Context: an optimization exercise on an open-source flow, tuned for small area, a short achievable clock period and few clock cycles per item. The choices shown serve that exercise and are no tape-out recipe.
Where RTL was checked, it was by simulation tests only, not by an equivalence proof against the original.
The clock port is modelled as an ideal driver, which makes a skipped or thinned clock tree look cheaper than it is; a real chip needs a root buffer or a tree.
Power figures rest on the tool's default switching activity, not on a simulated workload.

Setup of main:
// automaton
module automaton(
    input               clk,
    input               rst,
    input [31:0]        rule,
    output reg [5:0]    row,
    output reg [5:0]    col,
    output reg          world_we,
    input               world_in,
    output reg          world_out,
    output reg          update_done);
Size: roughly 340 cells after synthesis, roughly 130 flip-flops, about 50 I/O pins, roughly 5000 um^2 of cells after synthesis.
==> flow/config.mk <==
export PLATFORM = sky130hd
export DESIGN_NAME = automaton
export DESIGN_NICKNAME = automaton
export VERILOG_FILES = /design/flow/design.v
export SDC_FILE = /design/flow/constraint.sdc
export NUM_CORES = 4
export LEC_CHECK = 0
export ABC_CLOCK_PERIOD_IN_PS = 1200
export CAP_MARGIN = 20
export CORE_MARGIN = 2
export CORE_UTILIZATION = 65
export CTS_BUF_LIST = sky130_fd_sc_hd__clkbuf_4 sky130_fd_sc_hd__clkbuf_8
export CTS_CLUSTER_DIAMETER = 100
export CTS_CLUSTER_SIZE = 30
export SETUP_SLACK_MARGIN = 3.35
export SLEW_MARGIN = 20
==> flow/constraint.sdc <==
create_clock -name core_clock -period 5.0 [get_ports {clk}]
set_input_delay 1.0000 -clock core_clock [delete_from_list [all_inputs] [get_ports {clk}]]
set_output_delay 1.0000 -clock core_clock [all_outputs]
set_load 0.01 [all_outputs]
standard.sh (not shown) runs the stock make flow with config.mk's settings and CLKGATE_MAP_FILE= SYNTH_SCRIPT=/design/flow/synth_recipe.tcl, a recipe that flattens the netlist after the stock synthesis.
==> flow/flow/run.sh <==
#!/bin/bash
# The standard layout (standard.sh) with these changes:
#  - ports are buffered with buf_2 instead of the slow delay buffer that
#    buffer_ports picks by default;
#  - the resizer may swap cells of different footprints;
#  - flow/cts_flat.tcl replaces ORFS's cts step with a two-level clock tree
#    built by hand: the clock port drives four inverters, which drive eight
#    leaf inverters that drive the registers (every register sees the same
#    two inversions).
# Each step's output goes to its own log here.
set -euo pipefail
here=$(pwd)
export BUFFER_PORTS_ARGS="-buffer_cell sky130_fd_sc_hd__buf_2"
export FLAT_CLK_N1=4 FLAT_CLK_BUF1=sky130_fd_sc_hd__clkinv_4
export FLAT_CLK_N2=8 FLAT_CLK_BUF2=sky130_fd_sc_hd__clkinv_8
sed 's/CLKGATE_MAP_FILE= /CLKGATE_MAP_FILE= MATCH_CELL_FOOTPRINT=0 /' standard.sh > standard_own.sh
grep -q MATCH_CELL_FOOTPRINT=0 standard_own.sh
bash standard_own.sh place > place.log 2>&1
bash standard_own.sh run RUN_SCRIPT="$here/flow/cts_flat.tcl" RUN_LOG_NAME_STEM=4_1_cts > cts.log 2>&1
bash standard_own.sh finish > finish.log 2>&1
Other scripts of this flow, unchanged in this note and not shown: flow/flow/cts_flat.tcl
Here is what was changed in the inputs of the feature branch compared with main.
-- flow/config.mk --
<<< main, line 7
export LEC_CHECK = 0
export ABC_CLOCK_PERIOD_IN_PS = 1200
export CAP_MARGIN = 20
>>> the feature branch, line 7
export LEC_CHECK = 0
export ABC_CLOCK_PERIOD_IN_PS = 2500
export CAP_MARGIN = 20
The feature branch ended with every stage complete and zero timing, DRC or antenna violations.
The overall power consumption of main and that of the feature branch are within noise of each other.
Number of flip-flops and latches across main and the feature branch: no real change.
Re length in cells of the worst reg-to-reg path: no difference whatsoever between main and the feature branch.
As far as shortest clock period the worst path allows after layout goes, the feature branch and main are indistinguishable; the numbers are identical.
No functional check of the RTL was part of any run of this note. No run of this note takes its clock network from TritonCTS; it comes from the design's own scripts or RTL.

* * *

Another version of the RTL of automaton (not shown whole).
Size in the first run: ~330 cells after synthesis, about 140 flip-flops, about 50 I/O pins, ~4900 um2 of cells after synthesis.
clock: 5.0 ns
lec_check: 0
abc_clock_period_in_ps: 1700
cap_margin: 20
core_margin: 2
core_utilization: 55
cts_buf_list: sky130_fd_sc_hd__clkbuf_4 sky130_fd_sc_hd__clkbuf_8
cts_cluster_diameter: 100
cts_cluster_size: 30
setup_slack_margin: 3.35
slew_margin: 20
Scripts as last shown in full above: flow/flow/run.sh
Other scripts of this flow, unchanged in this note and not shown: flow/flow/cts_flat.tcl
The baseline completed with no timing, DRC or antenna violations.
Testbench counts at the start, summed over its fixed seeds: cycles 308,609, generations 48.
==> next run, changes <==
--- a/flow/flow/run.sh
+++ b/flow/flow/run.sh
@@ -6,5 +6,4 @@
 #  - flow/cts_flat.tcl replaces ORFS's cts step with a two-level clock tree
-#    built by hand: the clock port drives four inverters, which drive eight
-#    leaf inverters that drive the registers (every register sees the same
-#    two inversions).
+#    built by hand: the clock port drives one buffer, which drives eight leaf
+#    buffers that drive the registers.
 # Each step's output goes to its own log here.
- CORE_UTILIZATION: 55 -> 65
Result:
- design area hardly moves
- die area came out lower by about a fifth
- synthesized cell count is unchanged
- worst hold slack got worse by 0.0030 ns
- sequential cell count stays the same
- area after synthesis does not change
- setup slack improved by 0.0037 ns
- wire length rose by a few percent
- fmax hardly moves
- sequential share of layout area went down by 0.10 points
- via count went up by a few percent
In every run of this note, the design's own scripts or RTL, not TritonCTS, make the clock network.

* * *

Another version of the RTL of automaton (not shown whole).
For scale: about 130 flip-flops, about 50 I/O pins, about 4800 sq um of cells after synthesis.
Settings: LEC_CHECK=0, ABC_CLOCK_PERIOD_IN_PS=1700, CAP_MARGIN=20, CORE_MARGIN=2, CORE_UTILIZATION=50, CTS_BUF_LIST=sky130_fd_sc_hd__clkbuf_4 sky130_fd_sc_hd__clkbuf_8, CTS_CLUSTER_DIAMETER=100, CTS_CLUSTER_SIZE=30, SETUP_SLACK_MARGIN=3.2, SLEW_MARGIN=20; clock period 5.0 ns.
==> flow/flow/run.sh <==
#!/bin/bash
# The standard layout (standard.sh), with two changes to how ORFS sizes cells:
# ports are buffered with buf_2 instead of the slow delay buffer buffer_ports
# picks by default, and the resizer may swap cells of different footprints.
set -euo pipefail
sed 's/CLKGATE_MAP_FILE= /CLKGATE_MAP_FILE= MATCH_CELL_FOOTPRINT=0 "BUFFER_PORTS_ARGS=-buffer_cell sky130_fd_sc_hd__buf_2" /' standard.sh > standard_own.sh
grep -q BUFFER_PORTS_ARGS standard_own.sh
bash standard_own.sh > standard.log 2>&1
Next try:
==> flow/run.sh (new file) <==
#!/bin/bash
# synth_recipe.tcl (not shown) runs the flow's synth.tcl, then flattens the netlist and writes it again
# the make line also repeats each setting of config.mk as NAME=value (left out here)
make -C /OpenROAD-flow-scripts/flow DESIGN_CONFIG=/design/flow/config.mk WORK_HOME=/design/flow/orfs CLKGATE_MAP_FILE= SYNTH_SCRIPT=/design/flow/synth_recipe.tcl finish
removed: flow/flow/run.sh
removed: flow/standard.sh
Sequential cell count stays the same.
Design area goes up by 4.7%.
Register-to-register slack barely changes.
Utilization rose by 3.0 points.
Area after synthesis stays the same.
Global-route usage came out higher by 1.3 points.
Worst setup slack gets worse by 0.0094 ns.
Power drops by 2.5%.
Clock skew shrinks by 0.013 ns.
Wire length is higher by 4.6%.
First-iteration DRC count shrinks by 26%.
No functional check of the RTL was part of any run of this note.

* * *

## the baseline
The RTL this note starts from:
==> flow/design.v <==
`timescale 1ns / 1ps
module automaton(
    input               clk,
    input               rst,
    input [31:0]        rule,
    output reg [5:0]    row,
    output reg [5:0]    col,
    output reg          world_we,
    input               world_in,
    output reg          world_out,
    output reg          update_done);
localparam P = 9;                
localparam L = 2 * P + 1;        
reg [L-1:0]  sr;                 
reg [63:0]   tb;                 
reg [2:0] rb;
reg [5:0] rc;
reg [2:0] ri;
reg       rs;
reg [2:0] cb;
reg [5:0] cc;
reg [2:0] ci;
reg       cs;
reg col0, col62, col63, band0, band7;
reg smask;       
reg emask;       
reg rst_q;       
reg rd;          
reg nw;          
reg pend;        
reg wsel2;       
reg active;      
reg ud1;
wire n_band0  = col63 ? band7 : band0;
wire n_nbit   = cs ? (tb[1] & ~n_band0) : sr[P];
wire n_wbit   = (cs ? col63 : col0) ? 1'b0 : sr[2*P-1];
wire n_emask  = cs ? col62 : col63;
reg [7:0] rlk;       
wire e_bit    = sr[0] & ~emask;
wire s_bit    = sr[P-1] & ~smask;
wire new_bit  = rlk[{sr[P], e_bit, s_bit}];
wire flag     = active & ~cs & (new_bit ^ sr[P]);
wire pend_n = rd ? flag : (wsel2 & pend);
wire nw_n   = pend_n & (~nw | rd);
wire c_last = band7 & col63 & cs;
always @(posedge clk) begin
    rst_q <= rst;
    if (rd) begin
        sr <= {sr[L-2:0], world_in};
        if (cs)
            tb <= {sr[P+1], tb[63:1]};
        rlk <= rule[{n_nbit, n_wbit, 3'b000} +: 8];
        emask <= n_emask;
    end
    world_out <= ~sr[P+1];
    if (nw) begin
        row <= {cb, ci - 3'd1};
        col <= cc;
    end else begin
        row <= rs ? {rb + 3'd1, 3'd0} : {rb, ri};
        col <= rc;
    end
    if (rst_q) begin
        rb <= 3'd0; rc <= 6'd0; ri <= 3'd0; rs <= 1'b0;
        cb <= 3'd7; cc <= 6'd62; ci <= 3'd7; cs <= 1'b0;
        col0 <= 1'b0; col62 <= 1'b1; col63 <= 1'b0;
        band0 <= 1'b0; band7 <= 1'b1;
        smask <= 1'b0;
        world_we <= 1'b0;
        rd <= 1'b1;
        nw <= 1'b0;
        pend <= 1'b0;
        wsel2 <= 1'b0;
        active <= 1'b0;
        ud1 <= 1'b0;
        update_done <= 1'b0;
    end else begin
        if (rd) begin
            if (cs) begin
                cs <= 1'b0;
                smask <= 1'b0;
                cc <= cc + 1'b1;
                col0 <= col63;
                col63 <= col62;
                col62 <= (cc == 6'd61);
                if (col63) begin
                    cb <= cb + 1'b1;
                    band0 <= band7;
                    band7 <= (cb == 3'd6);
                end
            end else begin
                ci <= ci + 1'b1;
                smask <= (ci == 3'd6) & band7;
                if (ci == 3'd7) cs <= 1'b1;
            end
            wsel2 <= 1'b1;
            if (c_last) active <= 1'b1;
        end else begin
            wsel2 <= 1'b0;
        end
        pend <= pend_n;
        nw <= nw_n;
        ud1 <= rd & c_last & active;
        update_done <= ud1;
        world_we <= nw;
        rd <= ~nw;
        if (!nw) begin
            if (rs) begin
                rs <= 1'b0;
                rc <= rc + 1'b1;
                if (rc == 6'd63) rb <= rb + 1'b1;
            end else begin
                ri <= ri + 1'b1;
                if (ri == 3'd7) rs <= 1'b1;
            end
        end
    end
end
endmodule
==> flow/config.mk <==
export PLATFORM = sky130hd
export DESIGN_NAME = automaton
export DESIGN_NICKNAME = automaton
export VERILOG_FILES = /design/flow/design.v
export SDC_FILE = /design/flow/constraint.sdc
export NUM_CORES = 4
export LEC_CHECK = 0
export ABC_CLOCK_PERIOD_IN_PS = 1700
export CAP_MARGIN = 20
export CORE_MARGIN = 2
export CORE_UTILIZATION = 50
export CTS_BUF_LIST = sky130_fd_sc_hd__clkbuf_4 sky130_fd_sc_hd__clkbuf_8
export CTS_CLUSTER_DIAMETER = 100
export CTS_CLUSTER_SIZE = 30
export SETUP_SLACK_MARGIN = 3.35
export SLEW_MARGIN = 20
==> flow/constraint.sdc <==
create_clock -name core_clock -period 5.0 [get_ports {clk}]
set_input_delay 1.0000 -clock core_clock [delete_from_list [all_inputs] [get_ports {clk}]]
set_output_delay 1.0000 -clock core_clock [all_outputs]
set_load 0.01 [all_outputs]
==> flow/flow/run.sh <==
#!/bin/bash
# The standard layout (standard.sh) with these changes:
#  - ports are buffered with buf_2 instead of the slow delay buffer that
#    buffer_ports picks by default;
#  - the resizer may swap cells of different footprints;
#  - flow/cts_flat.tcl replaces ORFS's cts step with a two-level clock tree
#    built by hand: the clock port drives one buffer, which drives eight leaf
#    buffers that drive the registers.
# Each step's output goes to its own log here.
set -euo pipefail
here=$(pwd)
export BUFFER_PORTS_ARGS="-buffer_cell sky130_fd_sc_hd__buf_2"
export FLAT_CLK_N1=1 FLAT_CLK_BUF1=sky130_fd_sc_hd__clkbuf_16
export FLAT_CLK_N2=8 FLAT_CLK_BUF2=sky130_fd_sc_hd__clkbuf_8
sed 's/CLKGATE_MAP_FILE= /CLKGATE_MAP_FILE= MATCH_CELL_FOOTPRINT=0 /' standard.sh > standard_own.sh
grep -q MATCH_CELL_FOOTPRINT=0 standard_own.sh
bash standard_own.sh place > place.log 2>&1
bash standard_own.sh run RUN_SCRIPT="$here/flow/cts_flat.tcl" RUN_LOG_NAME_STEM=4_1_cts > cts.log 2>&1
bash standard_own.sh finish > finish.log 2>&1
==> flow/flow/cts_flat.tcl <==
# Clock tree step of the layout, in place of ORFS's cts.tcl: a two-level tree
# built by hand. The clock port drives N1 buffers (FLAT_CLK_N1 of
# FLAT_CLK_BUF1); each drives some of N2 leaf buffers (FLAT_CLK_N2 of
# FLAT_CLK_BUF2), and each leaf drives the registers nearest to it, so every
# register's clock passes through exactly two buffers. Groups come from a
# balanced k-means on positions. The rest is as in ORFS's cts.tcl: timing
# repair and detailed placement.
utl::set_metrics_stage "cts__{}"
source $::env(SCRIPTS_DIR)/load.tcl
erase_non_stage_variables cts
load_design 3_place.odb 3_place.sdc

set_dont_use $::env(DONT_USE_CELLS)

set n1 $::env(FLAT_CLK_N1)
set n2 $::env(FLAT_CLK_N2)
set buf1 $::env(FLAT_CLK_BUF1)
set buf2 $::env(FLAT_CLK_BUF2)

set db [ord::get_db]
set block [ord::get_db_block]
set clk_net [[$block findBTerm clk] getNet]

# points: list of {x y}; returns {assignment centers}, at most ceil(n/k) each
proc balanced_kmeans { points k } {
  set n [llength $points]
  set sx 0.0; set sy 0.0
  foreach p $points { set sx [expr {$sx + [lindex $p 0]}]; set sy [expr {$sy + [lindex $p 1]}] }
  set mx [expr {$sx / $n}]; set my [expr {$sy / $n}]
  set byang {}
  foreach p $points {
    lappend byang [list [expr {atan2([lindex $p 1] - $my, [lindex $p 0] - $mx)}] {*}$p]
  }
  set byang [lsort -real -index 0 $byang]
  set cx {}; set cy {}
  for {set j 0} {$j < $k} {incr j} {
    set p [lindex $byang [expr {int(($j + 0.5) * $n / $k)}]]
    lappend cx [lindex $p 1]; lappend cy [lindex $p 2]
  }
  set cap [expr {($n + $k - 1) / $k}]
  for {set iter 0} {$iter < 20} {incr iter} {
    set pairs {}
    set i 0
    foreach p $points {
      for {set j 0} {$j < $k} {incr j} {
        lappend pairs [list [expr {abs([lindex $p 0] - [lindex $cx $j]) + abs([lindex $p 1] - [lindex $cy $j])}] $i $j]
      }
      incr i
    }
    set pairs [lsort -real -index 0 $pairs]
    set assign [lrepeat $n -1]
    set an [lrepeat $k 0]
    foreach q $pairs {
      lassign $q d i j
      if {[lindex $assign $i] >= 0 || [lindex $an $j] >= $cap} { continue }
      lset assign $i $j
      lset an $j [expr {[lindex $an $j] + 1}]
    }
    set ax [lrepeat $k 0.0]; set ay [lrepeat $k 0.0]
    foreach p $points a $assign {
      lset ax $a [expr {[lindex $ax $a] + [lindex $p 0]}]
      lset ay $a [expr {[lindex $ay $a] + [lindex $p 1]}]
    }
    for {set j 0} {$j < $k} {incr j} {
      if {[lindex $an $j] > 0} {
        lset cx $j [expr {[lindex $ax $j] / [lindex $an $j]}]
        lset cy $j [expr {[lindex $ay $j] / [lindex $an $j]}]
      }
    }
  }
  puts "clock tree: group sizes $an"
  return [list $assign $cx $cy]
}

proc add_buffer { name cell x y in_net } {
  set master [[ord::get_db] findMaster $cell]
  set block [ord::get_db_block]
  set inst [odb::dbInst_create $block $master $name]
  set net [odb::dbNet_create $block "${name}_net"]
  $net setSigType CLOCK
  [$inst findITerm A] connect $in_net
  [$inst findITerm X] connect $net
  $inst setLocation [expr {int($x - [$master getWidth] / 2)}] [expr {int($y - [$master getHeight] / 2)}]
  $inst setPlacementStatus PLACED
  return $net
}

set sinks {}
set pts {}
foreach it [$clk_net getITerms] {
  set bb [[$it getInst] getBBox]
  lappend sinks $it
  lappend pts [list [expr {([$bb xMin] + [$bb xMax]) / 2.0}] [expr {([$bb yMin] + [$bb yMax]) / 2.0}]]
}
puts "clock tree: [llength $sinks] sinks, $n1 x $buf1 over $n2 x $buf2"

lassign [balanced_kmeans $pts $n2] a2 x2 y2
set leafpts {}
for {set j 0} {$j < $n2} {incr j} { lappend leafpts [list [lindex $x2 $j] [lindex $y2 $j]] }
lassign [balanced_kmeans $leafpts $n1] a1 x1 y1

# the registers keep the clock net until their leaf's net exists
set nets1 {}
for {set j 0} {$j < $n1} {incr j} {
  lappend nets1 [add_buffer "clkbuf_top_$j" $buf1 [lindex $x1 $j] [lindex $y1 $j] $clk_net]
}
set nets2 {}
for {set j 0} {$j < $n2} {incr j} {
  lappend nets2 [add_buffer "clkbuf_leaf_$j" $buf2 [lindex $x2 $j] [lindex $y2 $j] [lindex $nets1 [lindex $a1 $j]]]
}
foreach it $sinks a $a2 {
  $it disconnect
  $it connect [lindex $nets2 $a]
}
global_connect

set_propagated_clock [all_clocks]

utl::push_metrics_stage "cts__{}__pre_repair_timing"
log_cmd estimate_parasitics -placement
utl::pop_metrics_stage

set_placement_padding -global \
  -left $::env(CELL_PAD_IN_SITES_DETAIL_PLACEMENT) \
  -right $::env(CELL_PAD_IN_SITES_DETAIL_PLACEMENT)
detailed_placement
log_cmd estimate_parasitics -placement

report_clock_skew
report_clock_min_period

repair_timing_helper
detailed_placement
check_placement -verbose

report_metrics 4 "cts final"
orfs_write_db $::env(RESULTS_DIR)/4_1_cts.odb
orfs_write_sdc $::env(RESULTS_DIR)/4_cts.sdc
The baseline reached the final stage; the timing, design-rule and antenna checks on its layout passed.
Changes in the candidate relative to the baseline:
--- a/flow/flow/run.sh
+++ b/flow/flow/run.sh
@@ -12,4 +12,4 @@
 export BUFFER_PORTS_ARGS="-buffer_cell sky130_fd_sc_hd__buf_2"
-export FLAT_CLK_N1=1 FLAT_CLK_BUF1=sky130_fd_sc_hd__clkbuf_16
-export FLAT_CLK_N2=8 FLAT_CLK_BUF2=sky130_fd_sc_hd__clkbuf_8
+export FLAT_CLK_N1=2 FLAT_CLK_BUF1=sky130_fd_sc_hd__clkbuf_16
+export FLAT_CLK_N2=8 FLAT_CLK_BUF2=sky130_fd_sc_hd__clkbuf_16
 sed 's/CLKGATE_MAP_FILE= /CLKGATE_MAP_FILE= MATCH_CELL_FOOTPRINT=0 /' standard.sh > standard_own.sh
### Flow results
The candidate completed; timing, DRC and antenna clean
The candidate: internal power consumption is 0.00017 W higher than what the baseline reported.
The area growth from synthesis to layout of the candidate exceeds that of the baseline by 1.8 points.
Row switching part of the total: the candidate lower / the baseline higher
Actual slew at the worst max-slew pin: higher on the baseline
Comparing the candidate against the baseline, there is no change at all in number of antenna violations at the first check in global routing.
No run of this note included a check of the RTL's function; only the layout flow was run. No run of this note takes its clock network from TritonCTS; it comes from the design's own scripts or RTL.

re-timing with driven ports:
Ports are ideal in the flow. The routed layouts listed here were re-timed in OpenROAD. Step 1 (the two cells are an assumption about what drives the block):
set clk [get_ports {clk}]
set_driving_cell -lib_cell sky130_fd_sc_hd__clkbuf_16 $clk
set_driving_cell -lib_cell sky130_fd_sc_hd__buf_2 [delete_from_list [all_inputs] $clk]
Step 2, shift: input delay + t, output delay - t, t = (earliest + latest rising clock arrival at the registers) / 2. This alone moves slack from input paths to output paths. a / b / c = ideal ports / drivers / drivers and shift; a / b = the first two.
run	t, ns	setup slack, ns	worst data-port slew with drivers (ns)
main	0.257	3.384 / 3.297 / 3.385	0.03
the feature branch	0.257	3.384 / 3.297 / 3.385	0.03
the first run of note 2	0.270	3.375 / 3.289 / 3.303	0.04
the second run of note 2	0.266	3.379 / 3.286 / 3.307	0.03
the first run of note 3	0.445	2.664 / 2.664 / 2.281	0.03
the second run of note 3	0.444	2.655 / 2.655 / 2.221	0.04
the baseline	0.371	3.208 / 3.174 / 3.171	0.03
the candidate	0.347	3.260 / 3.209 / 3.167	0.03
After both steps every run listed still meets setup and hold. The setup slack of the second run of note 3, which loses most, moves by 0.000 ns with the drivers and by -0.434 ns with both steps.
